Background: an optimization exercise with open tools, aiming at small area, a short achievable clock period and few clock cycles per item. Do not read the settings as production practice.
Function was checked by simulation only, so behaviour that the tests miss may differ from the original.

--- flow/design.v ---
`timescale 1ns / 1ps
module mod_add #(
    parameter WIDTH = 23
)(
    input  wire [WIDTH-1:0] a,
    input  wire [WIDTH-1:0] b,
    input  wire [WIDTH-1:0] q,
    output wire [WIDTH-1:0] res
);
    wire [WIDTH:0]   sum = {1'b0, a} + {1'b0, b};
    wire [WIDTH+1:0] red = {1'b0, sum} - {2'b0, q};
    assign res = red[WIDTH+1] ? sum[WIDTH-1:0] : red[WIDTH-1:0];
endmodule
`timescale 1ns / 1ps
module mod_sub #(
    parameter WIDTH = 23
)(
    input  wire [WIDTH-1:0] a,
    input  wire [WIDTH-1:0] b,
    input  wire [WIDTH-1:0] q,
    output wire [WIDTH-1:0] res
);
    wire [WIDTH:0] dif = {1'b0, a} - {1'b0, b};
    wire [WIDTH:0] cor = dif + {1'b0, q};
    assign res = dif[WIDTH] ? cor[WIDTH-1:0] : dif[WIDTH-1:0];
endmodule
`timescale 1ns / 1ps
module g1_rom(
    input  wire        clk,
    input  wire [7:0]  k,
    output reg  [22:0] z
);
    reg [22:0] z0;
    always @(*) begin
        case (k[6:0])
            7'd0: z0 = 23'd8191;
            7'd1: z0 = 23'd4337571;
            7'd2: z0 = 23'd4152377;
            7'd3: z0 = 23'd4140091;
            7'd4: z0 = 23'd7267856;
            7'd5: z0 = 23'd3795857;
            7'd6: z0 = 23'd3533777;
            7'd7: z0 = 23'd7792080;
            7'd8: z0 = 23'd7680160;
            7'd9: z0 = 23'd3490981;
            7'd10: z0 = 23'd5548051;
            7'd11: z0 = 23'd6297595;
            7'd12: z0 = 23'd6471454;
            7'd13: z0 = 23'd4037262;
            7'd14: z0 = 23'd7191630;
            7'd15: z0 = 23'd3557091;
            7'd16: z0 = 23'd6945356;
            7'd17: z0 = 23'd6549201;
            7'd18: z0 = 23'd1503747;
            7'd19: z0 = 23'd1971164;
            7'd20: z0 = 23'd1832143;
            7'd21: z0 = 23'd5759350;
            7'd22: z0 = 23'd2493053;
            7'd23: z0 = 23'd2172826;
            7'd24: z0 = 23'd683319;
            7'd25: z0 = 23'd4591870;
            7'd26: z0 = 23'd4334787;
            7'd27: z0 = 23'd5886079;
            7'd28: z0 = 23'd7516345;
            7'd29: z0 = 23'd7823867;
            7'd30: z0 = 23'd8371882;
            7'd31: z0 = 23'd966259;
            7'd32: z0 = 23'd6699798;
            7'd33: z0 = 23'd7856828;
            7'd34: z0 = 23'd5030987;
            7'd35: z0 = 23'd5162816;
            7'd36: z0 = 23'd4137859;
            7'd37: z0 = 23'd7653209;
            7'd38: z0 = 23'd715236;
            7'd39: z0 = 23'd5523664;
            7'd40: z0 = 23'd2005723;
            7'd41: z0 = 23'd6344840;
            7'd42: z0 = 23'd5932198;
            7'd43: z0 = 23'd7310896;
            7'd44: z0 = 23'd6914;
            7'd45: z0 = 23'd7119494;
            7'd46: z0 = 23'd5831596;
            7'd47: z0 = 23'd2666931;
            7'd48: z0 = 23'd7378650;
            7'd49: z0 = 23'd4874454;
            7'd50: z0 = 23'd7896224;
            7'd51: z0 = 23'd2725992;
            7'd52: z0 = 23'd7356083;
            7'd53: z0 = 23'd7999772;
            7'd54: z0 = 23'd6871435;
            7'd55: z0 = 23'd1905914;
            7'd56: z0 = 23'd1441970;
            7'd57: z0 = 23'd1670574;
            7'd58: z0 = 23'd2260648;
            7'd59: z0 = 23'd7029453;
            7'd60: z0 = 23'd3346691;
            7'd61: z0 = 23'd7589759;
            7'd62: z0 = 23'd2819343;
            7'd63: z0 = 23'd3448184;
            7'd64: z0 = 23'd4624468;
            7'd65: z0 = 23'd6265959;
            7'd66: z0 = 23'd794849;
            7'd67: z0 = 23'd7965277;
            7'd68: z0 = 23'd6855356;
            7'd69: z0 = 23'd301413;
            7'd70: z0 = 23'd937227;
            7'd71: z0 = 23'd1126296;
            7'd72: z0 = 23'd2272696;
            7'd73: z0 = 23'd2328044;
            7'd74: z0 = 23'd6506489;
            7'd75: z0 = 23'd4351935;
            7'd76: z0 = 23'd6279082;
            7'd77: z0 = 23'd5526218;
            7'd78: z0 = 23'd4706889;
            7'd79: z0 = 23'd884120;
            7'd80: z0 = 23'd4426025;
            7'd81: z0 = 23'd6201552;
            7'd82: z0 = 23'd7468004;
            7'd83: z0 = 23'd5783208;
            7'd84: z0 = 23'd1516428;
            7'd85: z0 = 23'd7145603;
            7'd86: z0 = 23'd6595502;
            7'd87: z0 = 23'd8228267;
            7'd88: z0 = 23'd6251266;
            7'd89: z0 = 23'd3876817;
            7'd90: z0 = 23'd7414660;
            7'd91: z0 = 23'd144757;
            7'd92: z0 = 23'd572134;
            7'd93: z0 = 23'd722827;
            7'd94: z0 = 23'd2573395;
            7'd95: z0 = 23'd6773559;
            7'd96: z0 = 23'd369934;
            7'd97: z0 = 23'd4452614;
            7'd98: z0 = 23'd8004947;
            7'd99: z0 = 23'd1970211;
            7'd100: z0 = 23'd4190295;
            7'd101: z0 = 23'd5268348;
            7'd102: z0 = 23'd3078951;
            7'd103: z0 = 23'd2724820;
            7'd104: z0 = 23'd876598;
            7'd105: z0 = 23'd6318032;
            7'd106: z0 = 23'd3014941;
            7'd107: z0 = 23'd1041205;
            7'd108: z0 = 23'd2427131;
            7'd109: z0 = 23'd539732;
            7'd110: z0 = 23'd5746653;
            7'd111: z0 = 23'd8246901;
            7'd112: z0 = 23'd6613043;
            7'd113: z0 = 23'd8242533;
            7'd114: z0 = 23'd5211196;
            7'd115: z0 = 23'd160064;
            7'd116: z0 = 23'd5969615;
            7'd117: z0 = 23'd4713638;
            7'd118: z0 = 23'd4110938;
            7'd119: z0 = 23'd1803100;
            7'd120: z0 = 23'd7777312;
            7'd121: z0 = 23'd4710889;
            7'd122: z0 = 23'd3075597;
            7'd123: z0 = 23'd8344869;
            7'd124: z0 = 23'd5722904;
            7'd125: z0 = 23'd1629220;
            7'd126: z0 = 23'd6949313;
            7'd127: z0 = 23'd645852;
            default: z0 = 23'd0;
        endcase
    end
    reg [22:0] z1;
    always @(*) begin
        case (k[6:0])
            7'd0: z1 = 23'd5978406;
            7'd1: z1 = 23'd2723744;
            7'd2: z1 = 23'd4914925;
            7'd3: z1 = 23'd138401;
            7'd4: z1 = 23'd2317728;
            7'd5: z1 = 23'd86223;
            7'd6: z1 = 23'd1582918;
            7'd7: z1 = 23'd7816947;
            7'd8: z1 = 23'd4370778;
            7'd9: z1 = 23'd1985283;
            7'd10: z1 = 23'd4449683;
            7'd11: z1 = 23'd2674846;
            7'd12: z1 = 23'd5754661;
            7'd13: z1 = 23'd4248338;
            7'd14: z1 = 23'd2780222;
            7'd15: z1 = 23'd550275;
            7'd16: z1 = 23'd6843584;
            7'd17: z1 = 23'd7958480;
            7'd18: z1 = 23'd4617553;
            7'd19: z1 = 23'd2718688;
            7'd20: z1 = 23'd2046968;
            7'd21: z1 = 23'd6118482;
            7'd22: z1 = 23'd4124652;
            7'd23: z1 = 23'd4254660;
            7'd24: z1 = 23'd7838993;
            7'd25: z1 = 23'd4347790;
            7'd26: z1 = 23'd6223809;
            7'd27: z1 = 23'd2003160;
            7'd28: z1 = 23'd2137261;
            7'd29: z1 = 23'd4876639;
            7'd30: z1 = 23'd1798979;
            7'd31: z1 = 23'd1007793;
            7'd32: z1 = 23'd3781677;
            7'd33: z1 = 23'd3994353;
            7'd34: z1 = 23'd3121527;
            7'd35: z1 = 23'd7946505;
            7'd36: z1 = 23'd4606122;
            7'd37: z1 = 23'd7408177;
            7'd38: z1 = 23'd5126575;
            7'd39: z1 = 23'd3601357;
            7'd40: z1 = 23'd4637696;
            7'd41: z1 = 23'd1691161;
            7'd42: z1 = 23'd7426014;
            7'd43: z1 = 23'd2343095;
            7'd44: z1 = 23'd3739825;
            7'd45: z1 = 23'd2032069;
            7'd46: z1 = 23'd7059465;
            7'd47: z1 = 23'd7237774;
            7'd48: z1 = 23'd3790019;
            7'd49: z1 = 23'd5272939;
            7'd50: z1 = 23'd6012205;
            7'd51: z1 = 23'd1826286;
            7'd52: z1 = 23'd6132153;
            7'd53: z1 = 23'd3162675;
            7'd54: z1 = 23'd2966326;
            7'd55: z1 = 23'd5661276;
            7'd56: z1 = 23'd5267893;
            7'd57: z1 = 23'd3750689;
            7'd58: z1 = 23'd7359120;
            7'd59: z1 = 23'd3418119;
            7'd60: z1 = 23'd457423;
            7'd61: z1 = 23'd5125748;
            7'd62: z1 = 23'd6242666;
            7'd63: z1 = 23'd2385895;
            7'd64: z1 = 23'd2829165;
            7'd65: z1 = 23'd5879857;
            7'd66: z1 = 23'd2221075;
            7'd67: z1 = 23'd1355859;
            7'd68: z1 = 23'd8301507;
            7'd69: z1 = 23'd410718;
            7'd70: z1 = 23'd397199;
            7'd71: z1 = 23'd4998893;
            7'd72: z1 = 23'd3338013;
            7'd73: z1 = 23'd8178470;
            7'd74: z1 = 23'd127680;
            7'd75: z1 = 23'd2762585;
            7'd76: z1 = 23'd3743225;
            7'd77: z1 = 23'd8078519;
            7'd78: z1 = 23'd4846089;
            7'd79: z1 = 23'd7865632;
            7'd80: z1 = 23'd6936100;
            7'd81: z1 = 23'd1919807;
            7'd82: z1 = 23'd1199658;
            7'd83: z1 = 23'd6039471;
            7'd84: z1 = 23'd1706095;
            7'd85: z1 = 23'd5899061;
            7'd86: z1 = 23'd5319963;
            7'd87: z1 = 23'd1454394;
            7'd88: z1 = 23'd5264279;
            7'd89: z1 = 23'd7922431;
            7'd90: z1 = 23'd8252630;
            7'd91: z1 = 23'd2346511;
            7'd92: z1 = 23'd5681279;
            7'd93: z1 = 23'd1672764;
            7'd94: z1 = 23'd2497089;
            7'd95: z1 = 23'd7378455;
            7'd96: z1 = 23'd3202193;
            7'd97: z1 = 23'd3264115;
            7'd98: z1 = 23'd3854033;
            7'd99: z1 = 23'd1048079;
            7'd100: z1 = 23'd4341843;
            7'd101: z1 = 23'd194510;
            7'd102: z1 = 23'd412555;
            7'd103: z1 = 23'd8152187;
            7'd104: z1 = 23'd3059983;
            7'd105: z1 = 23'd4979239;
            7'd106: z1 = 23'd5528863;
            7'd107: z1 = 23'd6681876;
            7'd108: z1 = 23'd5889224;
            7'd109: z1 = 23'd7543492;
            7'd110: z1 = 23'd621475;
            7'd111: z1 = 23'd598128;
            7'd112: z1 = 23'd2547668;
            7'd113: z1 = 23'd1321441;
            7'd114: z1 = 23'd572058;
            7'd115: z1 = 23'd4038431;
            7'd116: z1 = 23'd5974679;
            7'd117: z1 = 23'd8296669;
            7'd118: z1 = 23'd7696111;
            7'd119: z1 = 23'd1417091;
            7'd120: z1 = 23'd7069894;
            7'd121: z1 = 23'd3477672;
            7'd122: z1 = 23'd2913410;
            7'd123: z1 = 23'd4727692;
            7'd124: z1 = 23'd891563;
            7'd125: z1 = 23'd6680880;
            7'd126: z1 = 23'd5399788;
            7'd127: z1 = 23'd822261;
            default: z1 = 23'd0;
        endcase
    end
    always @(posedge clk) z <= k[7] ? z1 : z0;
endmodule
`timescale 1ns / 1ps
module mont_mul (
    input  wire        clk,
    input  wire [22:0] a,
    input  wire [22:0] b,
    output reg  [22:0] res
);
    localparam [23:0] Q = 24'd8380417;
    reg [34:0] pl;
    reg [33:0] ph;
    always @(posedge clk) begin
        pl <= a * b[11:0];
        ph <= a * b[22:12];
    end
    wire [45:0] p  = {11'd0, pl} + {ph, 12'd0};
    wire [22:0] lo = p[22:0];
    wire [22:0] m  = 23'd0 - lo - {lo[9:0], 13'd0};
    wire [23:0] lm = {1'b0, lo} + {1'b0, m};
    reg [22:0] hi_r, m_r;
    reg        c_r;
    always @(posedge clk) begin
        hi_r <= p[45:23];
        m_r  <= m;
        c_r  <= lm[23];
    end
    wire [23:0] t  = {1'b0, hi_r} + {1'b0, m_r} - {11'd0, m_r[22:10]} + {23'd0, c_r};
    wire [24:0] t2 = {1'b0, t} - {1'b0, Q};
    always @(posedge clk) res <= t2[24] ? t[22:0] : t2[22:0];
endmodule
`timescale 1ns / 1ps
module ntt_core #(
    parameter WIDTH = 24
)(
    input  wire          clk,
    input  wire          rst_n,
    input  wire          start,
    output reg           done,
    output reg  [7:0]    ram_addr_a,
    output reg           ram_we_a,
    output wire [WIDTH-1:0] ram_wdata_a,
    input  wire [WIDTH-1:0] ram_rdata_a,
    output reg  [7:0]    ram_addr_b,
    output reg           ram_we_b,
    output wire [WIDTH-1:0] ram_wdata_b,
    input  wire [WIDTH-1:0] ram_rdata_b
);
    localparam [22:0] Q = 23'd8380417;
    localparam [10:0] PERM_RD = 11'd1036;    
    localparam [10:0] PERM_WR = 11'd1040;    
    localparam [10:0] LAST    = 11'd1279;    
    localparam [1:0] S_IDLE = 2'd0, S_RUN = 2'd1, S_DONE = 2'd2;
    reg [1:0]  state;
    reg [10:0] cyc;
    function [7:0] bitrev8(input [7:0] x);
        integer i;
        begin
            for (i = 0; i < 8; i = i + 1) bitrev8[i] = x[7-i];
        end
    endfunction
    function [7:0] elem(input [7:0] G, input [1:0] t);
        begin
            case (G[7:6])
                2'd0: elem = {t, G[5:0]};
                2'd1: elem = {G[5:4], t, G[3:0]};
                2'd2: elem = {G[5:2], t, G[1:0]};
                default: elem = {G[5:0], t};
            endcase
        end
    endfunction
    function [7:0] zk1(input [7:0] G);
        begin
            case (G[7:6])
                2'd0: zk1 = 8'd1;
                2'd1: zk1 = {5'd0, 1'b1, G[5:4]};
                2'd2: zk1 = {3'd0, 1'b1, G[5:2]};
                default: zk1 = {1'b0, 1'b1, G[5:0]};
            endcase
        end
    endfunction
    function [7:0] pair_lo(input [6:0] i);
        reg [6:0] j;
        begin
            if (!i[6]) begin
                pair_lo = {1'b0, i[5:0], 1'b1};
            end else if (!i[5]) begin
                j = i - 7'd64;
                pair_lo = {j[4], 1'b0, j[3:0], 1'b1, j[4]};
            end else if (!i[4]) begin
                j = i - 7'd96;
                pair_lo = {j[3], j[2], 1'b0, j[1], j[0], 1'b1, j[2], j[3]};
            end else begin
                j = i - 7'd112;
                pair_lo = {j[2], j[1], j[0], 1'b0, 1'b1, j[0], j[1], j[2]};
            end
        end
    endfunction
    wire        going = (state == S_RUN) || (state == S_IDLE && start);
    wire [10:0] x     = (state == S_RUN) ? cyc + 11'd1 : 11'd1;
    wire [8:0]  xk    = x[10:2];
    wire [1:0]  xph   = x[1:0];
    wire [8:0]  xk1   = xk - 9'd1;
    wire [8:0]  xk3   = xk - 9'd3;
    wire [8:0]  xg    = (xph == 2'd1) ? xk : (xph == 2'd0) ? xk1 : xk3;
    wire [1:0]  tA    = {x[0], 1'b0};
    wire [1:0]  tB    = {x[0], 1'b1};
    wire        r4_rd = (xph == 2'd1) ? (xk <= 9'd255) :
                        (xph == 2'd0) ? (xk >= 9'd1 && xk <= 9'd256) : 1'b0;
    wire        r4_wr = (xph[1]) && (xk >= 9'd3) && (xk <= 9'd258);
    wire [10:0] prd   = x - PERM_RD;
    wire [10:0] pwr   = x - PERM_WR;
    wire        p_wr  = (x >= PERM_WR) && (x <= LAST);
    wire [7:0]  prd_k = pair_lo(prd[7:1]);
    wire [7:0]  pwr_k = pair_lo(pwr[7:1]);
    wire [7:0]  prd_a = prd[0] ? bitrev8(prd_k) : prd_k;
    wire [7:0]  pwr_a = pwr[0] ? pwr_k : bitrev8(pwr_k);
    wire        perm_x = (x >= PERM_RD);
    always @(posedge clk or negedge rst_n) begin
        if (!rst_n) begin
            ram_addr_a <= 8'd0;
            ram_addr_b <= 8'd0;
            ram_we_a   <= 1'b0;
            ram_we_b   <= 1'b0;
        end else begin
            if (perm_x) begin
                ram_addr_a <= pwr_a;
                ram_addr_b <= prd_a;
                ram_we_a   <= going && p_wr;
                ram_we_b   <= 1'b0;
            end else begin
                ram_addr_a <= elem(xg[7:0], tA);
                ram_addr_b <= elem(xg[7:0], tB);
                ram_we_a   <= going && r4_wr;
                ram_we_b   <= going && r4_wr;
            end
        end
    end
    always @(posedge clk or negedge rst_n) begin
        if (!rst_n) begin
            state <= S_IDLE;
            cyc   <= 11'd0;
            done  <= 1'b0;
        end else begin
            case (state)
                S_IDLE: begin
                    done <= 1'b0;
                    if (start) begin
                        state <= S_RUN;
                        cyc   <= 11'd1;
                    end
                end
                S_RUN: begin
                    cyc <= cyc + 11'd1;
                    if (cyc == LAST) begin
                        state <= S_DONE;
                        done  <= 1'b1;
                    end
                end
                default: begin
                    if (!start) begin
                        state <= S_IDLE;
                        done  <= 1'b0;
                    end
                end
            endcase
        end
    end
    wire [8:0]  zg   = x[1] ? (xk - 9'd2) : xk1;
    wire [7:0]  z1k  = zk1(zg[7:0]);
    wire [7:0]  zidx = x[1] ? {z1k[6:0], x[0]} : z1k;
    wire [22:0] zreg;
    g1_rom u_rom (.clk(clk), .k(zidx), .z(zreg));
    wire [1:0] ph   = cyc[1:0];
    wire       perm = (cyc >= PERM_RD);
    reg [22:0] rA, rB, dA, dB;
    reg [22:0] H1, H3, H0a, H0b, H2a, H2b;
    reg [22:0] wdA, wdB;
    assign ram_wdata_a = {1'b0, wdA};
    assign ram_wdata_b = {1'b0, wdB};
    always @(posedge clk) begin
        if (perm || ph == 2'd1 || ph == 2'd2) begin
            rA <= ram_rdata_a[22:0];
            rB <= ram_rdata_b[22:0];
        end
        if (perm || ph == 2'd2) begin
            dA <= rA;
            dB <= rB;
        end
        if (ph == 2'd1) begin
            H1 <= wdA;
            H3 <= wdB;
        end
        if (ph == 2'd0) begin
            H0a <= wdA;
            H2a <= wdB;
            H0b <= H0a;
            H2b <= H2a;
        end
    end
    reg [22:0] mop;
    always @(*) begin
        case (ph)
            2'd0: mop = rA;
            2'd1: mop = rB;
            2'd2: mop = H1;
            default: mop = H3;
        endcase
    end
    wire [22:0] mp;
    mont_mul u_mul (.clk(clk), .a(mop), .b(zreg), .res(mp));
    reg [22:0] bu;
    always @(*) begin
        if (perm) bu = dB;
        else case (ph)
            2'd0: bu = dB;
            2'd1: bu = H0b;
            2'd2: bu = H2b;
            default: bu = dA;
        endcase
    end
    wire [22:0] bv = perm ? 23'd0 : mp;
    wire [22:0] bsum, bdif;
    mod_add #(.WIDTH(23)) u_add (.a(bu), .b(bv), .q(Q), .res(bsum));
    mod_sub #(.WIDTH(23)) u_sub (.a(bu), .b(bv), .q(Q), .res(bdif));
    always @(posedge clk) begin
        wdA <= bsum;
        wdB <= bdif;
    end
endmodule
--- flow/constraint.sdc ---
create_clock -name core_clock -period 10.0 [get_ports {clk}]
set_input_delay 2.0000 -clock core_clock [delete_from_list [all_inputs] [get_ports {clk}]]
set_output_delay 2.0000 -clock core_clock [all_outputs]
set_load 0.01 [all_outputs]
--- flow/config.mk ---
export PLATFORM = sky130hd
export DESIGN_NAME = ntt_core
export DESIGN_NICKNAME = ntt_core
export VERILOG_FILES = /design/flow/design.v
export SDC_FILE = /design/flow/constraint.sdc
export NUM_CORES = 4
export LEC_CHECK = 0
export CAP_MARGIN = 20
export CORE_MARGIN = 2
export CORE_UTILIZATION = 40
export PLACE_DENSITY = 0.6
export SLEW_MARGIN = 20
--- flow/run.sh ---
#!/bin/bash
# synth_recipe.tcl (not shown) runs the flow's synth.tcl, then flattens the netlist and writes it again
# the make line also repeats each setting of config.mk as NAME=value (left out here)
make -C /OpenROAD-flow-scripts/flow DESIGN_CONFIG=/design/flow/config.mk WORK_HOME=/design/flow/orfs CLKGATE_MAP_FILE= SYNTH_SCRIPT=/design/flow/synth_recipe.tcl finish
==> results.ini, run 1 <==
[global_route]
grt_pass1_vias=42700
grt_max_degree=119
grt_pass1_wl_microns=290000
grt-ovfl-total=0
antenna_found_initial=10
track_usage=0.320

[cells_and_area]
layout_commonest_cell=inv_1
regMostFlops=u_mul.pl
nets=6418
area_growth_pct=13.1
largest_registers=u_mul.pl x35, u_mul.ph x34
layout-drive-gt1-share=0.0935
fin_area_sq_um=54000
finish.utilization=0.457
fin_cells=7198
fill_cells=11500
mostFrequentLayoutCells=659 x inv_1, 632 x nand2_1, 415 x fa_1
largest_register_ffs=35

[timing]
worst_pin_slew_ns=1.25
fin_skew_ns=0.0574
min_period_over_period=0.909
period_minus_slack_ns=9.09
fmax_mhz=110
rsz0062_at_grt=false
setup_tns_ns=0
slew_violations=0
setup_viol=0
relSlewSlack=0.159
finalHoldViolCount=0

[clock_tree]
numCtsBuffers=52
root_buffer=clkbuf_16
cts_hold_buffers=0
post_cts_resized=0
h-tree-depth=2
clock_latency_ns=0.67
cts_tree=done
postCtsSetupBuffers=0
clk_pin_slew_worst_paths_ns=0.06
clock-sinks=470
ctsLongestPathBuffers=3

[worst_setup_path]
startpoint_type=register
cp_slowest_stage_delay_ns=0.71
end_kind=register
reg2reg_slack_ns=0.91
path_max_fanout=24
cp.required_ns=10.54
path_class=reg2reg
cp.arrival_ns=9.63
r2r_start=cyc[0]$_DFFE_PN0P_
reg2reg_to=u_mul.pl[34]$_DFF_P_
reg2reg_depth=29
critPathSlowestCell=a211oi_1

[min_path]
hold_end=u_mul.m_r[0]$_DFF_P_
whs_path_depth=0
hold_start=u_mul.pl[0]$_DFF_P_
hold_class=reg2reg

[die]
num_io_pins=118
start_util=0.404
die_x_microns=349
row_count=126
die_y_microns=349
die-area_sq_um=122000
core_sq_um=118000

[synth]
dominantRegCellSynth=edfxtp_1
synth_edf_count=230
synth_cell_types=113
async_flop_share=0.0681
ys_warn_count=3
synth-seq-cells=470
synth_seq_area_share=0.249
syn_area_sq_um=47700
synth_area_per_cell_sq_um=8.74
postSynthCellCount=5458

[routing]
drtAntennaViolNets=0
first_pass_iters=8
wl_per_cell_microns=27.3
vias=43400
drc=0
vias_per_cell=6.04
drt-total-wl_microns=197000
drt_iter0_markers=5012

[place]
io_buffer_count=113
gp_congestion=1.08
hpwl_microns=148000
place_area_sq_um=52100
dp_cells=7094

[job]
drv_cap=0

[status]
outcome=timing/DRC/antenna clean

-- synthesized netlist by cell type (16+ instances only) --
master	instances	area (sq um)
a221oi_1	34	298
o21ai_1	25	125
a22oi_1	55	413
a21oi_1	287	1440
xnor2_1	179	1570
a211oi_1	68	510
o211ai_1	54	405
o21ai_0	262	1310
nand3_1	100	500
a222oi_1	23	230
fa_1	415	8310
a311oi_1	45	394
a31oi_1	76	475
dfxtp_1	208	4160
clkbuf_1	219	822
nand2_1	632	2370
edfxtp_1	230	6910
ha_1	340	4250
nor4_1	21	131
nand2b_1	24	150
nand4_1	29	181
inv_1	659	2470
nor2_1	282	1060
a2111oi_0	16	140
and2_1	215	1350
a21o_1	50	375
o21bai_1	27	203
and3_1	32	200
o22ai_1	26	163
o311ai_0	19	166
xor2_1	59	517
dfrtp_1	32	801
a211o_1	16	140
nor2b_1	35	219
or3_1	31	194
nor3_1	121	606
buf_2	82	410
o31ai_1	33	248
o221ai_1	27	236
o21a_1	43	323
mux2i_1	31	310
-- worst max-delay path by stage --
stage                             from                   end  slack, ns  cells past startpoint
detailed placement  cyc[0]$_DFFE_PN0P_  u_mul.pl[34]$_DFF_P_       1.01                     29
floorplan           cyc[0]$_DFFE_PN0P_  u_mul.pl[34]$_DFF_P_       0.51                     31
global route        cyc[0]$_DFFE_PN0P_  u_mul.pl[34]$_DFF_P_       0.56                     29
finish              cyc[0]$_DFFE_PN0P_  u_mul.pl[34]$_DFF_P_       0.91                     29
CTS                 cyc[0]$_DFFE_PN0P_  u_mul.pl[34]$_DFF_P_        1.0                     29
global placement    cyc[0]$_DFFE_PN0P_  u_mul.pl[34]$_DFF_P_       1.06                     29
-- final cells by class --
cell class	count	area, sq um	share of cell area
multi-input combinational	3990	32100	0.596
clock inverter	27	303	0.00561
antenna	6	15.0	0.000278
clock buffer	71	1510	0.0280
sequential	470	11900	0.220
tap	1536	1920	0.0356
inverter	667	2510	0.0464
timing repair buffer	431	3710	0.0687
-- per-layer routing --
metal  GRT usage  wire length [microns]
met4       0.181                  13400
met2       0.502                  87500
met3      0.0637                  16800
met1       0.413                  79000
met5           0                     77
-- worst max-delay path: cells and delay by family, from the launching register on --
kind                       cells  cell delay, ns
AOI/OAI and AO/OA              9            2.73
xor gates and xnor gates       1            0.08
muxes                          1            0.30
buffers and inverters          7            1.27
DFF                            1            0.36
adders and majority gates      7            3.34
and+or+nand+nor                4            0.88
-- metrics by stage --
stage               hold WS, ns  worst slack (ns)
finish                    0.404             0.915
CTS                       0.407             0.996
floorplan                 0.364             0.512
global route              0.415             0.561
detailed placement        0.399              1.01
global placement          0.398              1.06
-- cell families (layout without fill, tap and decap cells) --
group                    Yosys count  count (layout)  share of synthesized area
AND/OR/NAND/NOR                 1618            1618                      0.163
AO/OA/AOI/OAI                   1339            1339                      0.190
buffers and inverters            999            1196                     0.0829
flip-flops                       470             470                      0.249
adder cells (fa/ha/maj)          755             755                      0.263
XOR/XNOR                         240             240                     0.0445
other                              1               8                  0.0000786
multiplexers                      36              36                    0.00774
Testbench counts, summed over its fixed seeds: cycles 30,744, transforms 24.
==> run 2: changes to the inputs <==
--- a/flow/design.v
+++ b/flow/design.v
@@ -309,14 +309,60 @@
 );
     localparam [23:0] Q = 24'd8380417;
-    reg [34:0] pl;
-    reg [33:0] ph;
+    localparam [45:0] K = 46'h2AAAAB000000;
+    wire [24:0] bx = {1'b0, b, 1'b0};
+    wire [45:0] row [0:12];
+    wire [11:0] neg;
+    genvar i;
+    generate
+        for (i = 0; i < 12; i = i + 1) begin : g_pp
+            wire b2 = bx[2*i+2];
+            wire b1 = bx[2*i+1];
+            wire b0 = bx[2*i];
+            wire one = b1 ^ b0;
+            wire two = (b2 & ~b1 & ~b0) | (~b2 & b1 & b0);
+            wire [23:0] mag = ({24{one}} & {1'b0, a}) | ({24{two}} & {a, 1'b0});
+            wire [23:0] y = mag ^ {24{b2}};
+            wire [24:0] r = {~b2, y};
+            assign neg[i] = b2;
+            if (i == 0) begin : g_r0
+                assign row[i] = {21'd0, r};
+            end else begin : g_ri
+                wire [46+2*i:0] sh = {21'd0, r, 1'b0, neg[i-1], {(2*i-2){1'b0}}};
+                assign row[i] = sh[45:0];
+            end
+        end
+    endgenerate
+    assign row[12] = K | ({45'd0, neg[11]} << 22);
+    function [91:0] csa(input [45:0] x, input [45:0] y, input [45:0] z);
+        reg [45:0] s, c;
+        begin
+            s = x ^ y ^ z;
+            c = (x & y) | (x & z) | (y & z);
+            csa = {s, c[44:0], 1'b0};
+        end
+    endfunction
+    wire [91:0] l1a = csa(row[0], row[1], row[2]);
+    wire [91:0] l1b = csa(row[3], row[4], row[5]);
+    wire [91:0] l1c = csa(row[6], row[7], row[8]);
+    wire [91:0] l1d = csa(row[9], row[10], row[11]);
+    wire [91:0] l2a = csa(l1a[91:46], l1a[45:0], l1b[91:46]);
+    wire [91:0] l2b = csa(l1b[45:0], l1c[91:46], l1c[45:0]);
+    wire [91:0] l2c = csa(l1d[91:46], l1d[45:0], row[12]);
+    wire [91:0] l3a = csa(l2a[91:46], l2a[45:0], l2b[91:46]);
+    wire [91:0] l3b = csa(l2b[45:0], l2c[91:46], l2c[45:0]);
+    wire [91:0] l4a = csa(l3a[91:46], l3a[45:0], l3b[91:46]);
+    wire [91:0] l5a = csa(l4a[91:46], l4a[45:0], l3b[45:0]);
+    reg [45:0] ps, pc;
     always @(posedge clk) begin
-        pl <= a * b[11:0];
-        ph <= a * b[22:12];
+        ps <= l5a[91:46];
+        pc <= l5a[45:0];
     end
-    wire [45:0] p  = {11'd0, pl} + {ph, 12'd0};
+    wire [45:0] p  = ps + pc;
     wire [22:0] lo = p[22:0];
-    wire [22:0] m  = 23'd0 - lo - {lo[9:0], 13'd0};
-    wire [23:0] lm = {1'b0, lo} + {1'b0, m};
+    wire [9:0]  sh = lo[22:13] + lo[9:0];             
+    wire [10:0] shc = {1'b0, lo[22:13]} + {1'b0, lo[9:0]};
+    wire [22:0] m  = 23'd0 - {sh, lo[12:0]};           
+    wire        s_zero = (lo[12:0] == 13'd0) && (sh == 10'd0);
+    wire        c  = !s_zero && (shc[10] || lo[9:0] == 10'd0);
     reg [22:0] hi_r, m_r;
     reg        c_r;
@@ -324,5 +370,5 @@
         hi_r <= p[45:23];
         m_r  <= m;
-        c_r  <= lm[23];
+        c_r  <= c;
     end
     wire [23:0] t  = {1'b0, hi_r} + {1'b0, m_r} - {11'd0, m_r[22:10]} + {23'd0, c_r};
@@ -467,11 +513,25 @@
         end
     end
-    wire [8:0]  zg   = x[1] ? (xk - 9'd2) : xk1;
+    wire [10:0] x2   = cyc + 11'd2;
+    wire [8:0]  zg   = x2[1] ? (x2[10:2] - 9'd2) : (x2[10:2] - 9'd1);
     wire [7:0]  z1k  = zk1(zg[7:0]);
-    wire [7:0]  zidx = x[1] ? {z1k[6:0], x[0]} : z1k;
+    reg  [7:0]  zidx;
+    always @(posedge clk) zidx <= x2[1] ? {z1k[6:0], x2[0]} : z1k;
     wire [22:0] zreg;
     g1_rom u_rom (.clk(clk), .k(zidx), .z(zreg));
-    wire [1:0] ph   = cyc[1:0];
-    wire       perm = (cyc >= PERM_RD);
+    reg [3:0] ph;
+    reg       perm;
+    always @(posedge clk or negedge rst_n) begin
+        if (!rst_n) begin
+            ph   <= 4'b0001;
+            perm <= 1'b0;
+        end else if (state != S_RUN) begin
+            ph   <= 4'b0010;
+            perm <= 1'b0;
+        end else begin
+            ph   <= {ph[2:0], ph[3]};
+            if (cyc == PERM_RD - 11'd1) perm <= 1'b1;
+        end
+    end
     reg [22:0] rA, rB, dA, dB;
     reg [22:0] H1, H3, H0a, H0b, H2a, H2b;
@@ -480,17 +540,13 @@
     assign ram_wdata_b = {1'b0, wdB};
     always @(posedge clk) begin
-        if (perm || ph == 2'd1 || ph == 2'd2) begin
+        if (perm || ph[1] || ph[2]) begin
             rA <= ram_rdata_a[22:0];
             rB <= ram_rdata_b[22:0];
         end
-        if (perm || ph == 2'd2) begin
-            dA <= rA;
-            dB <= rB;
-        end
-        if (ph == 2'd1) begin
-            H1 <= wdA;
-            H3 <= wdB;
-        end
-        if (ph == 2'd0) begin
+        dA <= rA;
+        if (perm || ph[2]) dB <= rB;
+        H1 <= wdA;
+        if (ph[1]) H3 <= wdB;
+        if (ph[0]) begin
             H0a <= wdA;
             H2a <= wdB;
@@ -499,25 +555,11 @@
         end
     end
-    reg [22:0] mop;
-    always @(*) begin
-        case (ph)
-            2'd0: mop = rA;
-            2'd1: mop = rB;
-            2'd2: mop = H1;
-            default: mop = H3;
-        endcase
-    end
+    wire [22:0] mop = ({23{ph[0]}} & rA) | ({23{ph[1]}} & rB) |
+                      ({23{ph[2]}} & H1) | ({23{ph[3]}} & H3);
     wire [22:0] mp;
     mont_mul u_mul (.clk(clk), .a(mop), .b(zreg), .res(mp));
-    reg [22:0] bu;
-    always @(*) begin
-        if (perm) bu = dB;
-        else case (ph)
-            2'd0: bu = dB;
-            2'd1: bu = H0b;
-            2'd2: bu = H2b;
-            default: bu = dA;
-        endcase
-    end
+    wire [22:0] bu = perm ? dB :
+                     (({23{ph[0]}} & dB) | ({23{ph[1]}} & H0b) |
+                      ({23{ph[2]}} & H2b) | ({23{ph[3]}} & dA));
     wire [22:0] bv = perm ? 23'd0 : mp;
     wire [22:0] bsum, bdif;
--- a/flow/config.mk
+++ b/flow/config.mk
@@ -10,3 +10,4 @@
 export CORE_UTILIZATION = 40
 export PLACE_DENSITY = 0.6
+export SETUP_SLACK_MARGIN = 5
 export SLEW_MARGIN = 20
==> results.ini, run 2 <==
[status]
outcome=timing/DRC/antenna clean

[worst_setup_path]
end_kind=register
cp_cell_sequence=ha_4 > xor2_2 > inv_2 > ha_1 > nand3_1 > nand2_2 > nand4b_1 > buf_4 > o211ai_1 > mux2i_1 > a221oi_4 > a32o_4 > clkinv_16 > nand2_2 > buf_4 > nor2_1 > o311ai_2 > o21ai_0 > a22oi_1
path_class=reg2reg
path_max_fanout=65  ; +170%
cp.arrival_ns=5.55  ; -4.08 ns
reg2reg_depth=19  ; -34%
worst_path_dominant_cell_family=compound AO/OA/AOI/OAI gates
critPathSlowestCell=dfrtp_4
cp_slowest_stage_delay_ns=0.49  ; -0.22 ns
worstPathBufferInverterCount=4  ; -3
reg2reg_slack_ns=4.99  ; +4.08 ns
reg2reg_to=u_rom.z1[2]$_DFF_P_
r2r_start=cyc[1]$_DFFE_PN0P_
startpoint_type=register
cp.required_ns=10.55  ; about the same

[synth]
synth_area_per_cell_sq_um=8.12  ; -7.1%
synthTopCellsByCount=497 x nand2_1, 489 x a21oi_1, 472 x nor2_1
synth_area_leaders=dfxtp_1 13%, edfxtp_1 12%, fa_1 9.9%
postSynthCellCount=5878  ; +7.7%
ys_warn_count=3  ; unchanged
synth_area_leader_cell=dfxtp_1
synth_cell_types=121  ; +7.1%
dominantRegCellSynth=dfxtp_1
synth-seq-cells=539  ; +15%
netlist.area_leader.share=0.133  ; -0.0408
synthMostInstantiatedCell=nand2_1
syn_area_sq_um=47700  ; about the same
synth_seq_area_share=0.269  ; +0.0197
synth_edf_count=184  ; -20%
async_flop_share=0.0686  ; +0.000561

[timing]
min_period_over_period=0.501  ; -0.408
relSlewSlack=0.274  ; +0.115
worst_pin_slew_ns=1.09  ; -0.165 ns
finalHoldViolCount=0  ; unchanged
period_minus_slack_ns=5.01  ; -4.08 ns
rsz0062_at_grt=true
fmax_mhz=200  ; +81%
fin_ws_ns=4.99  ; +4.08 ns
slew_violations=0  ; unchanged
setup_tns_ns=0  ; unchanged
fin_skew_ns=0.0758  ; +0.0183 ns
setup_viol=0  ; unchanged
hold_ws_ns=0.359  ; -0.0458 ns

[cells_and_area]
fin_area_sq_um=56100  ; +3.9%
regArea_sq_um=12900  ; +8.3%
layout-drive-gt1-share=0.144  ; +0.0509
mostFrequentLayoutCells=470 x a21oi_1, 456 x nand2_1, 431 x nor2_1
area_growth_pct=17.5
finish.utilization=0.474  ; +0.0176
regMostFlops=u_mul.ps
layout_commonest_cell=a21oi_1
fin_cells=7413  ; +3.0%
multi_input_area_sq_um=33100  ; +3.1%
largest_registers=u_mul.ps x46, u_mul.pc x40
nets=6364  ; -0.84%
largest_register_ffs=46  ; +31%
fill_cells=11500  ; -0.10%

[die]
core_sq_um=118000  ; unchanged
die-area_sq_um=122000  ; about the same
row_count=126  ; unchanged
start_util=0.404  ; about the same
die_x_microns=349  ; about the same
num_io_pins=118  ; unchanged
die_y_microns=349  ; about the same

[routing]
drt-total-wl_microns=229000  ; +16%
drc=0  ; unchanged
vias_per_cell=6.48  ; +7.4%
vias=48000  ; +11%
drt_iter0_markers=6389  ; +27%
drtAntennaViolNets=0  ; unchanged
wl_per_cell_microns=30.9  ; +13%
first_pass_iters=9  ; +1

[min_path]
hold_start=rA[10]$_DFFE_PP_
hold_end=dA[10]$_DFF_P_
whs_path_depth=0  ; unchanged
hold_class=reg2reg

[clock_tree]
cts_tree=done
h-tree-depth=3  ; +1
numCtsBuffers=67  ; +29%
cts_hold_buffers=0  ; unchanged
root_buffer=clkbuf_16
clock_latency_ns=0.72  ; +0.05 ns
ctsLongestPathBuffers=3  ; unchanged
clk_pin_slew_worst_paths_ns=0.06  ; about the same
clock-sinks=539  ; +15%

[place]
io_buffer_count=113  ; unchanged
gp_congestion=1.03  ; -5.3%
place_area_sq_um=50000  ; -4.1%
hpwl_microns=150000  ; +1.2%
place_ws_ns=2.80  ; +1.79 ns
dp_cells=7116  ; +0.31%

[global_route]
track_usage=0.354  ; +0.0343
grt-ovfl-total=0  ; unchanged
grt_max_degree=123  ; +3.4%
grt_pass1_wl_microns=318000  ; +9.7%
grt_pass1_vias=43800  ; +2.7%
antenna_found_initial=15  ; +5

[job]
drv_cap=0  ; unchanged

[run 2: cell count changes in the layout (fill, tap and decap cells not counted), moves of 107 or more]
cell	before	now
a21oi_1	287	470
a22oi_1	55	183
and2_1	214	51
buf_4	303	196
fa_1	415	226
inv_1	659	430
nand2_1	632	456
nor2_1	279	431
o21ai_0	260	383
o22ai_1	25	213
[run 2: final cells by class]
type | count | share of cell area
Antenna cell | 12 | 0.000536
Clock buffer | 83 | 0.0326
Clock inverter | 40 | 0.00730
Inverter | 443 | 0.0305
Multi-Input combinational cell | 4366 | 0.591
Sequential cell | 539 | 0.229
Tap cell | 1536 | 0.0343
Timing Repair Buffer | 393 | 0.0741
Timing Repair inverter | 1 | 0.0000893
[run 2: worst max path at each step]
stage / from / to / slack, ns / cells past startpoint
finish: cyc[1]$_DFFE_PN0P_ / u_rom.z1[2]$_DFF_P_ / 4.99 / 19
global route: cyc[1]$_DFFE_PN0P_ / u_rom.z0[22]$_DFF_P_ / 4.86 / 20
CTS: ph[0]$_DFF_PN1_ / u_mul.ps[22]$_DFF_P_ / 4.94 / 15
detailed placement: cyc[1]$_DFFE_PN0P_ / u_rom.z0[18]$_DFF_P_ / 2.80 / 19
global placement: cyc[1]$_DFFE_PN0P_ / u_rom.z0[18]$_DFF_P_ / 2.77 / 19
floorplan: ph[0]$_DFF_PN1_ / u_mul.ps[20]$_DFF_P_ / 4.84 / 15
[run 2: logic make-up (layout without fill, tap and decap cells)]
logic type / Yosys count / after routing / share of synthesized area
AO/OA/AOI/OAI: 1993 / 1998 / 0.270
other: 1 / 14 / 0.0000786
adder cells (fa/ha/maj): 545 / 545 / 0.178
buffers and inverters: 985 / 960 / 0.0813
AND/OR/NAND/NOR: 1512 / 1518 / 0.145
XOR/XNOR: 263 / 263 / 0.0490
flip-flops: 539 / 539 / 0.269
multiplexers: 40 / 40 / 0.00923
[run 2: worst register-to-register path: stages (launching register included)]
cell	delay, ns
dfrtp_4	0.49
ha_4	0.20
xor2_2	0.19
inv_2	0.09
ha_1	0.20
nand3_1	0.09
nand2_2	0.09
nand4b_1	0.22
buf_4	0.20
o211ai_1	0.16
mux2i_1	0.14
a221oi_4	0.35
a32o_4	0.42
clkinv_16	0.23
nand2_2	0.37
buf_4	0.32
nor2_1	0.11
o311ai_2	0.44
o21ai_0	0.23
a22oi_1	0.35
[run 2: per-layer routing]
layer	track usage	part of all wire	vias to the layer above
li1	-	-	21000
met1	0.461	0.39	23400
met2	0.537	0.43	2898
met3	0.0756	0.099	736
met4	0.217	0.078	8
met5	0	0.00021	-
[run 2: what timing repair did]
item | in CTS | in global routing
cloned | 12 | 17
pin swaps | 27 | 71
setup buffers | 57 | 76
endpoints found under the setup margin | 178 | 128
gates resized for setup | 254 | 243
Testbench counts of run 2, summed over its fixed seeds: cycles 30,744, transforms 24.
==> run 3: changes to the inputs <==
--- a/flow/design.v
+++ b/flow/design.v
@@ -29,5 +29,5 @@
     input  wire        clk,
     input  wire [7:0]  k,
-    output reg  [22:0] z
+    output reg  [35:0] bd
 );
     reg [22:0] z0;
@@ -299,5 +299,16 @@
         endcase
     end
-    always @(posedge clk) z <= k[7] ? z1 : z0;
+    wire [22:0] z = k[7] ? z1 : z0;
+    wire [24:0] bx = {1'b0, z, 1'b0};
+    integer i;
+    reg [35:0] enc;
+    always @(*) begin
+        for (i = 0; i < 12; i = i + 1) begin
+            enc[i]    = bx[2*i+1] ^ bx[2*i];
+            enc[12+i] = (bx[2*i+2] & ~bx[2*i+1] & ~bx[2*i]) | (~bx[2*i+2] & bx[2*i+1] & bx[2*i]);
+            enc[24+i] = bx[2*i+2];
+        end
+    end
+    always @(posedge clk) bd <= enc;
 endmodule
 `timescale 1ns / 1ps
@@ -305,10 +316,9 @@
     input  wire        clk,
     input  wire [22:0] a,
-    input  wire [22:0] b,
+    input  wire [35:0] bd,       
     output reg  [22:0] res
 );
     localparam [23:0] Q = 24'd8380417;
     localparam [45:0] K = 46'h2AAAAB000000;
-    wire [24:0] bx = {1'b0, b, 1'b0};
     wire [45:0] row [0:12];
     wire [11:0] neg;
@@ -316,13 +326,10 @@
     generate
         for (i = 0; i < 12; i = i + 1) begin : g_pp
-            wire b2 = bx[2*i+2];
-            wire b1 = bx[2*i+1];
-            wire b0 = bx[2*i];
-            wire one = b1 ^ b0;
-            wire two = (b2 & ~b1 & ~b0) | (~b2 & b1 & b0);
+            wire one = bd[i];
+            wire two = bd[12+i];
             wire [23:0] mag = ({24{one}} & {1'b0, a}) | ({24{two}} & {a, 1'b0});
-            wire [23:0] y = mag ^ {24{b2}};
-            wire [24:0] r = {~b2, y};
-            assign neg[i] = b2;
+            wire [23:0] y = mag ^ {24{neg[i]}};
+            wire [24:0] r = {~neg[i], y};
+            assign neg[i] = bd[24+i];
             if (i == 0) begin : g_r0
                 assign row[i] = {21'd0, r};
@@ -372,6 +379,6 @@
         c_r  <= c;
     end
-    wire [23:0] t  = {1'b0, hi_r} + {1'b0, m_r} - {11'd0, m_r[22:10]} + {23'd0, c_r};
-    wire [24:0] t2 = {1'b0, t} - {1'b0, Q};
+    wire [24:0] t  = {2'b0, hi_r} + {2'b0, m_r} - {12'd0, m_r[22:10]} + {24'd0, c_r};
+    wire [24:0] t2 = {2'b0, hi_r} + {2'b0, m_r} - {12'd0, m_r[22:10]} + {24'd0, c_r} - {1'b0, Q};
     always @(posedge clk) res <= t2[24] ? t[22:0] : t2[22:0];
 endmodule
@@ -394,75 +401,56 @@
 );
     localparam [22:0] Q = 23'd8380417;
-    localparam [10:0] PERM_RD = 11'd1036;    
-    localparam [10:0] PERM_WR = 11'd1040;    
-    localparam [10:0] LAST    = 11'd1279;    
+    localparam [10:0] LAST    = 11'd1035;    
     localparam [1:0] S_IDLE = 2'd0, S_RUN = 2'd1, S_DONE = 2'd2;
     reg [1:0]  state;
     reg [10:0] cyc;
-    function [7:0] bitrev8(input [7:0] x);
-        integer i;
+    function [7:0] arr(input [7:0] G, input [1:0] t);
+        reg [5:0] n;
         begin
-            for (i = 0; i < 8; i = i + 1) bitrev8[i] = x[7-i];
+            n = G[5:0];
+            case (G[7:6])
+                2'd0: arr = {t, n};
+                2'd1: arr = {n[5], n[4], t, n[3], n[0], n[2], n[1]};
+                2'd2: arr = {n[5], n[4], n[3], n[0], t, n[2], n[1]};
+                default: arr = {n[5], n[0], n[4], n[3], n[2], n[1], t};
+            endcase
         end
     endfunction
-    function [7:0] elem(input [7:0] G, input [1:0] t);
+    function [7:0] maddr(input [2:0] s, input [7:0] j);
         begin
-            case (G[7:6])
-                2'd0: elem = {t, G[5:0]};
-                2'd1: elem = {G[5:4], t, G[3:0]};
-                2'd2: elem = {G[5:2], t, G[1:0]};
-                default: elem = {G[5:0], t};
+            case (s)
+                3'd0: maddr = j;
+                3'd1: maddr = {j[6], j[0], j[5], j[4], j[3], j[2], j[1], j[7]};
+                3'd2: maddr = {j[6], j[0], j[4], j[2], j[3], j[5], j[1], j[7]};
+                3'd3: maddr = {j[6], j[0], j[2], j[3], j[4], j[5], j[1], j[7]};
+                default: maddr = {j[0], j[1], j[2], j[3], j[4], j[5], j[6], j[7]};
             endcase
         end
     endfunction
     function [7:0] zk1(input [7:0] G);
+        reg [7:0] j;
         begin
+            j = arr(G, 2'd0);
             case (G[7:6])
                 2'd0: zk1 = 8'd1;
-                2'd1: zk1 = {5'd0, 1'b1, G[5:4]};
-                2'd2: zk1 = {3'd0, 1'b1, G[5:2]};
-                default: zk1 = {1'b0, 1'b1, G[5:0]};
+                2'd1: zk1 = {5'd0, 1'b1, j[7:6]};
+                2'd2: zk1 = {3'd0, 1'b1, j[7:4]};
+                default: zk1 = {1'b0, 1'b1, j[7:2]};
             endcase
         end
     endfunction
-    function [7:0] pair_lo(input [6:0] i);
-        reg [6:0] j;
-        begin
-            if (!i[6]) begin
-                pair_lo = {1'b0, i[5:0], 1'b1};
-            end else if (!i[5]) begin
-                j = i - 7'd64;
-                pair_lo = {j[4], 1'b0, j[3:0], 1'b1, j[4]};
-            end else if (!i[4]) begin
-                j = i - 7'd96;
-                pair_lo = {j[3], j[2], 1'b0, j[1], j[0], 1'b1, j[2], j[3]};
-            end else begin
-                j = i - 7'd112;
-                pair_lo = {j[2], j[1], j[0], 1'b0, 1'b1, j[0], j[1], j[2]};
-            end
-        end
-    endfunction
-    wire        going = (state == S_RUN) || (state == S_IDLE && start);
-    wire [10:0] x     = (state == S_RUN) ? cyc + 11'd1 : 11'd1;
-    wire [8:0]  xk    = x[10:2];
-    wire [1:0]  xph   = x[1:0];
-    wire [8:0]  xk1   = xk - 9'd1;
-    wire [8:0]  xk3   = xk - 9'd3;
-    wire [8:0]  xg    = (xph == 2'd1) ? xk : (xph == 2'd0) ? xk1 : xk3;
-    wire [1:0]  tA    = {x[0], 1'b0};
-    wire [1:0]  tB    = {x[0], 1'b1};
-    wire        r4_rd = (xph == 2'd1) ? (xk <= 9'd255) :
-                        (xph == 2'd0) ? (xk >= 9'd1 && xk <= 9'd256) : 1'b0;
+    wire [10:0] xa    = (state == S_RUN) ? cyc + 11'd2 : (start ? 11'd2 : 11'd1);
+    wire [8:0]  xk    = xa[10:2];
+    wire [1:0]  xph   = xa[1:0];
+    wire [8:0]  xg    = (xph == 2'd1) ? xk : (xph == 2'd0) ? xk - 9'd1 : xk - 9'd3;
+    wire [1:0]  tA    = {xa[0], 1'b0};
+    wire [1:0]  tB    = {xa[0], 1'b1};
     wire        r4_wr = (xph[1]) && (xk >= 9'd3) && (xk <= 9'd258);
-    wire [10:0] prd   = x - PERM_RD;
-    wire [10:0] pwr   = x - PERM_WR;
-    wire        p_wr  = (x >= PERM_WR) && (x <= LAST);
-    wire [7:0]  prd_k = pair_lo(prd[7:1]);
-    wire [7:0]  pwr_k = pair_lo(pwr[7:1]);
-    wire [7:0]  prd_a = prd[0] ? bitrev8(prd_k) : prd_k;
-    wire [7:0]  pwr_a = pwr[0] ? pwr_k : bitrev8(pwr_k);
-    wire        perm_x = (x >= PERM_RD);
+    reg  [7:0]  jA, jB;
+    reg  [2:0]  js;
+    reg         jwe;
     always @(posedge clk or negedge rst_n) begin
         if (!rst_n) begin
+            jwe        <= 1'b0;
             ram_addr_a <= 8'd0;
             ram_addr_b <= 8'd0;
@@ -470,17 +458,16 @@
             ram_we_b   <= 1'b0;
         end else begin
-            if (perm_x) begin
-                ram_addr_a <= pwr_a;
-                ram_addr_b <= prd_a;
-                ram_we_a   <= going && p_wr;
-                ram_we_b   <= 1'b0;
-            end else begin
-                ram_addr_a <= elem(xg[7:0], tA);
-                ram_addr_b <= elem(xg[7:0], tB);
-                ram_we_a   <= going && r4_wr;
-                ram_we_b   <= going && r4_wr;
-            end
+            jwe        <= (state == S_RUN) && r4_wr;
+            ram_addr_a <= maddr(js, jA);
+            ram_addr_b <= maddr(js, jB);
+            ram_we_a   <= jwe && (state == S_RUN);
+            ram_we_b   <= jwe && (state == S_RUN);
         end
     end
+    always @(posedge clk) begin
+        jA <= arr(xg[7:0], tA);
+        jB <= arr(xg[7:0], tB);
+        js <= {1'b0, xg[7:6]} + {2'b0, xph[1]};    
+    end
     always @(posedge clk or negedge rst_n) begin
         if (!rst_n) begin
@@ -513,57 +500,53 @@
         end
     end
-    wire [10:0] x2   = cyc + 11'd2;
-    wire [8:0]  zg   = x2[1] ? (x2[10:2] - 9'd2) : (x2[10:2] - 9'd1);
-    wire [7:0]  z1k  = zk1(zg[7:0]);
-    reg  [7:0]  zidx;
-    always @(posedge clk) zidx <= x2[1] ? {z1k[6:0], x2[0]} : z1k;
-    wire [22:0] zreg;
-    g1_rom u_rom (.clk(clk), .k(zidx), .z(zreg));
+    reg  [7:0]  zG;
+    reg  [1:0]  zph;
+    always @(posedge clk) begin
+        zG  <= xph[1] ? xk[7:0] - 8'd2 : xk[7:0] - 8'd1;
+        zph <= xph;
+    end
+    wire [7:0]  z1k  = zk1(zG);
+    wire [7:0]  zidx = zph[1] ? {z1k[6:0], zph[0]} : z1k;
+    wire [35:0] zbd;
+    g1_rom u_rom (.clk(clk), .k(zidx), .bd(zbd));
     reg [3:0] ph;
-    reg       perm;
     always @(posedge clk or negedge rst_n) begin
-        if (!rst_n) begin
-            ph   <= 4'b0001;
-            perm <= 1'b0;
-        end else if (state != S_RUN) begin
-            ph   <= 4'b0010;
-            perm <= 1'b0;
-        end else begin
-            ph   <= {ph[2:0], ph[3]};
-            if (cyc == PERM_RD - 11'd1) perm <= 1'b1;
-        end
+        if (!rst_n)
+            ph <= 4'b0001;
+        else if (state != S_RUN)
+            ph <= 4'b0010;
+        else
+            ph <= {ph[2:0], ph[3]};
     end
-    reg [22:0] rA, rB, dA, dB;
-    reg [22:0] H1, H3, H0a, H0b, H2a, H2b;
+    reg [22:0] rA, rB, dB;
+    reg [22:0] H3, H0a, H2a, H2b;
+    reg [22:0] mop, bu;
     reg [22:0] wdA, wdB;
     assign ram_wdata_a = {1'b0, wdA};
     assign ram_wdata_b = {1'b0, wdB};
     always @(posedge clk) begin
-        if (perm || ph[1] || ph[2]) begin
+        if (ph[1] || ph[2]) begin
             rA <= ram_rdata_a[22:0];
             rB <= ram_rdata_b[22:0];
         end
-        dA <= rA;
-        if (perm || ph[2]) dB <= rB;
-        H1 <= wdA;
+        if (ph[2]) dB <= rB;
         if (ph[1]) H3 <= wdB;
         if (ph[0]) begin
             H0a <= wdA;
             H2a <= wdB;
-            H0b <= H0a;
             H2b <= H2a;
         end
     end
-    wire [22:0] mop = ({23{ph[0]}} & rA) | ({23{ph[1]}} & rB) |
-                      ({23{ph[2]}} & H1) | ({23{ph[3]}} & H3);
+    always @(posedge clk) begin
+        mop <= ({23{ph[3]}} & rA) | ({23{ph[0]}} & rB) |
+               ({23{ph[1]}} & wdA) | ({23{ph[2]}} & H3);
+        bu  <= ({23{ph[3]}} & dB) | ({23{ph[0]}} & H0a) |
+               ({23{ph[1]}} & H2b) | ({23{ph[2]}} & rA);
+    end
     wire [22:0] mp;
-    mont_mul u_mul (.clk(clk), .a(mop), .b(zreg), .res(mp));
-    wire [22:0] bu = perm ? dB :
-                     (({23{ph[0]}} & dB) | ({23{ph[1]}} & H0b) |
-                      ({23{ph[2]}} & H2b) | ({23{ph[3]}} & dA));
-    wire [22:0] bv = perm ? 23'd0 : mp;
+    mont_mul u_mul (.clk(clk), .a(mop), .bd(zbd), .res(mp));
     wire [22:0] bsum, bdif;
-    mod_add #(.WIDTH(23)) u_add (.a(bu), .b(bv), .q(Q), .res(bsum));
-    mod_sub #(.WIDTH(23)) u_sub (.a(bu), .b(bv), .q(Q), .res(bdif));
+    mod_add #(.WIDTH(23)) u_add (.a(bu), .b(mp), .q(Q), .res(bsum));
+    mod_sub #(.WIDTH(23)) u_sub (.a(bu), .b(mp), .q(Q), .res(bdif));
     always @(posedge clk) begin
         wdA <= bsum;
==> results.ini, run 3 <==
[routing]
drc=0  ; unchanged
vias_per_cell=6.23  ; -3.9%
vias=39000  ; -19%
first_pass_iters=19  ; +10
drtAntennaViolNets=0  ; unchanged
wl_per_cell_microns=29.2  ; -5.5%
drt-total-wl_microns=183000  ; -20%
drt_iter0_markers=4998  ; -22%

[timing]
fmax_mhz=193  ; -3.2%
period_minus_slack_ns=5.17  ; +0.164 ns
rsz0062_at_grt=true
min_period_over_period=0.517  ; +0.0164
finalHoldViolCount=0  ; unchanged
setup_viol=0  ; unchanged
setup_tns_ns=0  ; unchanged
slew_violations=0  ; unchanged
relSlewSlack=0.122  ; -0.152
worst_pin_slew_ns=1.31  ; +0.224 ns
fin_skew_ns=0.0586  ; -0.0172 ns

[synth]
synth_cell_types=92  ; -24%
postSynthCellCount=4842  ; -18%
synthMostInstantiatedCell=inv_1
syn_area_sq_um=42600  ; -11%
synth_edf_count=161  ; -13%
synth_area_leaders=dfxtp_1 14%, edfxtp_1 11%, fa_1 11%
synth_area_leader_cell=dfxtp_1
synthTopCellsByCount=436 x inv_1, 366 x xnor2_1, 360 x a22oi_1
synth_seq_area_share=0.280  ; +0.0111
ys_warn_count=3  ; unchanged
netlist.area_leader.share=0.145  ; +0.0115
async_flop_share=0.0713  ; +0.00264
dominantRegCellSynth=dfxtp_1
synth_area_per_cell_sq_um=8.79  ; +8.2%
synth-seq-cells=505  ; -6.3%

[die]
die_y_microns=330  ; -5.5%
row_count=119  ; -5.6%
core_sq_um=105000  ; -11%
start_util=0.404  ; about the same
die_x_microns=330  ; -5.5%
die-area_sq_um=109000  ; -11%
num_io_pins=118  ; unchanged

[worst_setup_path]
worstPathBufferInverterCount=4  ; unchanged
end_kind=register
path_class=reg2reg
cp.arrival_ns=5.66  ; +0.11 ns
cp_cell_sequence=ha_4 > buf_4 > inv_1 > buf_4 > o31a_4 > buf_12 > xnor2_1 > nand2_1 > o21ai_0 > a311oi_1 > a311oi_1 > a21oi_1 > o21ai_2 > ha_1
worst_path_dominant_cell_family=compound AO/OA/AOI/OAI gates
cp_slowest_stage_delay_ns=1.01  ; +0.52 ns
path_max_fanout=108  ; +66%
critPathSlowestCell=xnor2_1
startpoint_type=register
cp.required_ns=10.48  ; -0.07 ns

[place]
io_buffer_count=113  ; unchanged
gp_congestion=1.07  ; +4.3%
hpwl_microns=128000  ; -14%
dp_cells=6129  ; -14%

[cells_and_area]
largest_register_ffs=46  ; unchanged
regArea_sq_um=11900  ; -7.4%
layout-drive-gt1-share=0.0951  ; -0.0494
largest_registers=u_mul.ps x46, u_mul.pc x40, u_rom.bd x35
layout_commonest_cell=inv_1
fin_cells=6262  ; -16%
mostFrequentLayoutCells=434 x inv_1, 364 x xnor2_1, 360 x a22oi_1
fill_cells=10300  ; -11%
multi_input_area_sq_um=28600  ; -14%
regMostFlops=u_mul.ps
nets=5383  ; -15%
antenna_cells=0  ; -12
area_growth_pct=13.9

[clock_tree]
h-tree-depth=2  ; -1
numCtsBuffers=55  ; -18%
clk_pin_slew_worst_paths_ns=0.06  ; about the same
clock-sinks=505  ; -6.3%
ctsLongestPathBuffers=3  ; unchanged
clock_latency_ns=0.66  ; -0.06 ns
root_buffer=clkbuf_16
cts_tree=done

[global_route]
antenna_found_initial=3  ; -12
grt_pass1_vias=37100  ; -15%
grt_pass1_wl_microns=262000  ; -18%
grt_max_degree=131  ; +6.5%
track_usage=0.327  ; -0.0278
grt-ovfl-total=0  ; unchanged

[status]
outcome=timing/DRC/antenna clean

[min_path]
hold_class=reg2reg

[job]
drv_cap=0  ; unchanged

[run 3: area by class of cell]
cell class,count,area share
inverters,445,0.0355
clock buffers,71,0.0322
flip-flops and latches,505,0.246
repair buffers,269,0.0529
clock inverters,32,0.00836
well taps,1391,0.0359
multi-input cells,3548,0.589
repair inverters,1,0.000232
[run 3: final timing paths]
kind                                     startpoint                 endpoint  slack, ns  cells past startpoint
worst max-delay path                  zG[7]$_DFF_P_     u_rom.bd[11]$_DFF_P_       4.83                     14
worst min-delay path            u_mul.ps[0]$_DFF_P_     u_mul.m_r[0]$_DFF_P_       0.42                      0
worst max register to register        zG[7]$_DFF_P_     u_rom.bd[11]$_DFF_P_       4.83                     14
worst min register to register  u_mul.ps[0]$_DFF_P_     u_mul.m_r[0]$_DFF_P_       0.42                      0
max in group asynchronous                     rst_n          ph[1]$_DFF_PN0_       8.04                      1
min in group asynchronous                     rst_n  ram_addr_b[5]$_DFF_PN0_       1.43                      1
[run 3: per-stage QoR]
stage,instance area (sq um),utilization,hold WS [ns],worst slack [ns]
2_1_floorplan,42600,-,0.368,5.05
3_3_place_gp,45200,0.428,0.401,3.45
3_5_place_dp,45200,0.429,0.406,3.38
4_1_cts,47700,0.452,0.419,4.95
5_1_grt,48500,0.460,0.423,4.94
6_report,48500,0.460,0.417,4.83
[run 3: layer usage]
metal  vias to the layer above  track usage  wire length, microns
met4                         6        0.179                 12100
met3                       545       0.0692                 17500
met5                         -            0                    46
met1                     19100        0.440                 74900
met2                      2207        0.489                 78100
li1                      17200            -                     -
[run 3: timing repair]
action,4_1_cts,5_1_grt
gates resized for setup,117,119
endpoints found under the setup margin,55,60
setup buffers,6,17
hold buffers,0,0
pin swaps,3,15
gates cloned,2,4
[run 3: kinds of logic (layout without fill, tap and decap cells)]
family,Yosys count,after routing,synth area share
flops,505,505,0.280
buf+inv,791,818,0.0710
compound gates,1400,1400,0.226
other cells,1,2,0.0000881
xor+xnor,477,477,0.0982
mux,50,51,0.0125
fa+ha+maj,507,507,0.190
simple gates,1111,1111,0.123
Testbench counts of run 3, summed over its fixed seeds: cycles 24,888, transforms 24.

==> separate check: timing with driven ports <==
The results above use ideal ports. As a check the final layouts listed here were re-extracted and re-timed, cells and wires unchanged.
Step 1 assumes that a clkbuf_16 drives the clock port and a buf_2 every other input.
Step 2 adds t to the input delays and takes it off the output delays; t is the mean of the earliest and latest rising clock arrival at the registers after step 1. Input paths then give back, and output paths get back, about the clock's delay inside the block.
a / b / c = ideal / step 1 / step 2; a / b = the first two.
run	t (ns)	slack for setup (ns)	worst setup path after step 2	worst register clock-pin slew, ns
run 1	0.709	0.915 / 0.915 / 0.915	register to register	0.07 / 0.07
run 2	0.763	4.992 / 4.992 / 4.992	register to register	0.07 / 0.07
run 3	0.694	4.828 / 4.828 / 4.828	register to register	0.07 / 0.07
After both steps every run listed still meets setup and hold.
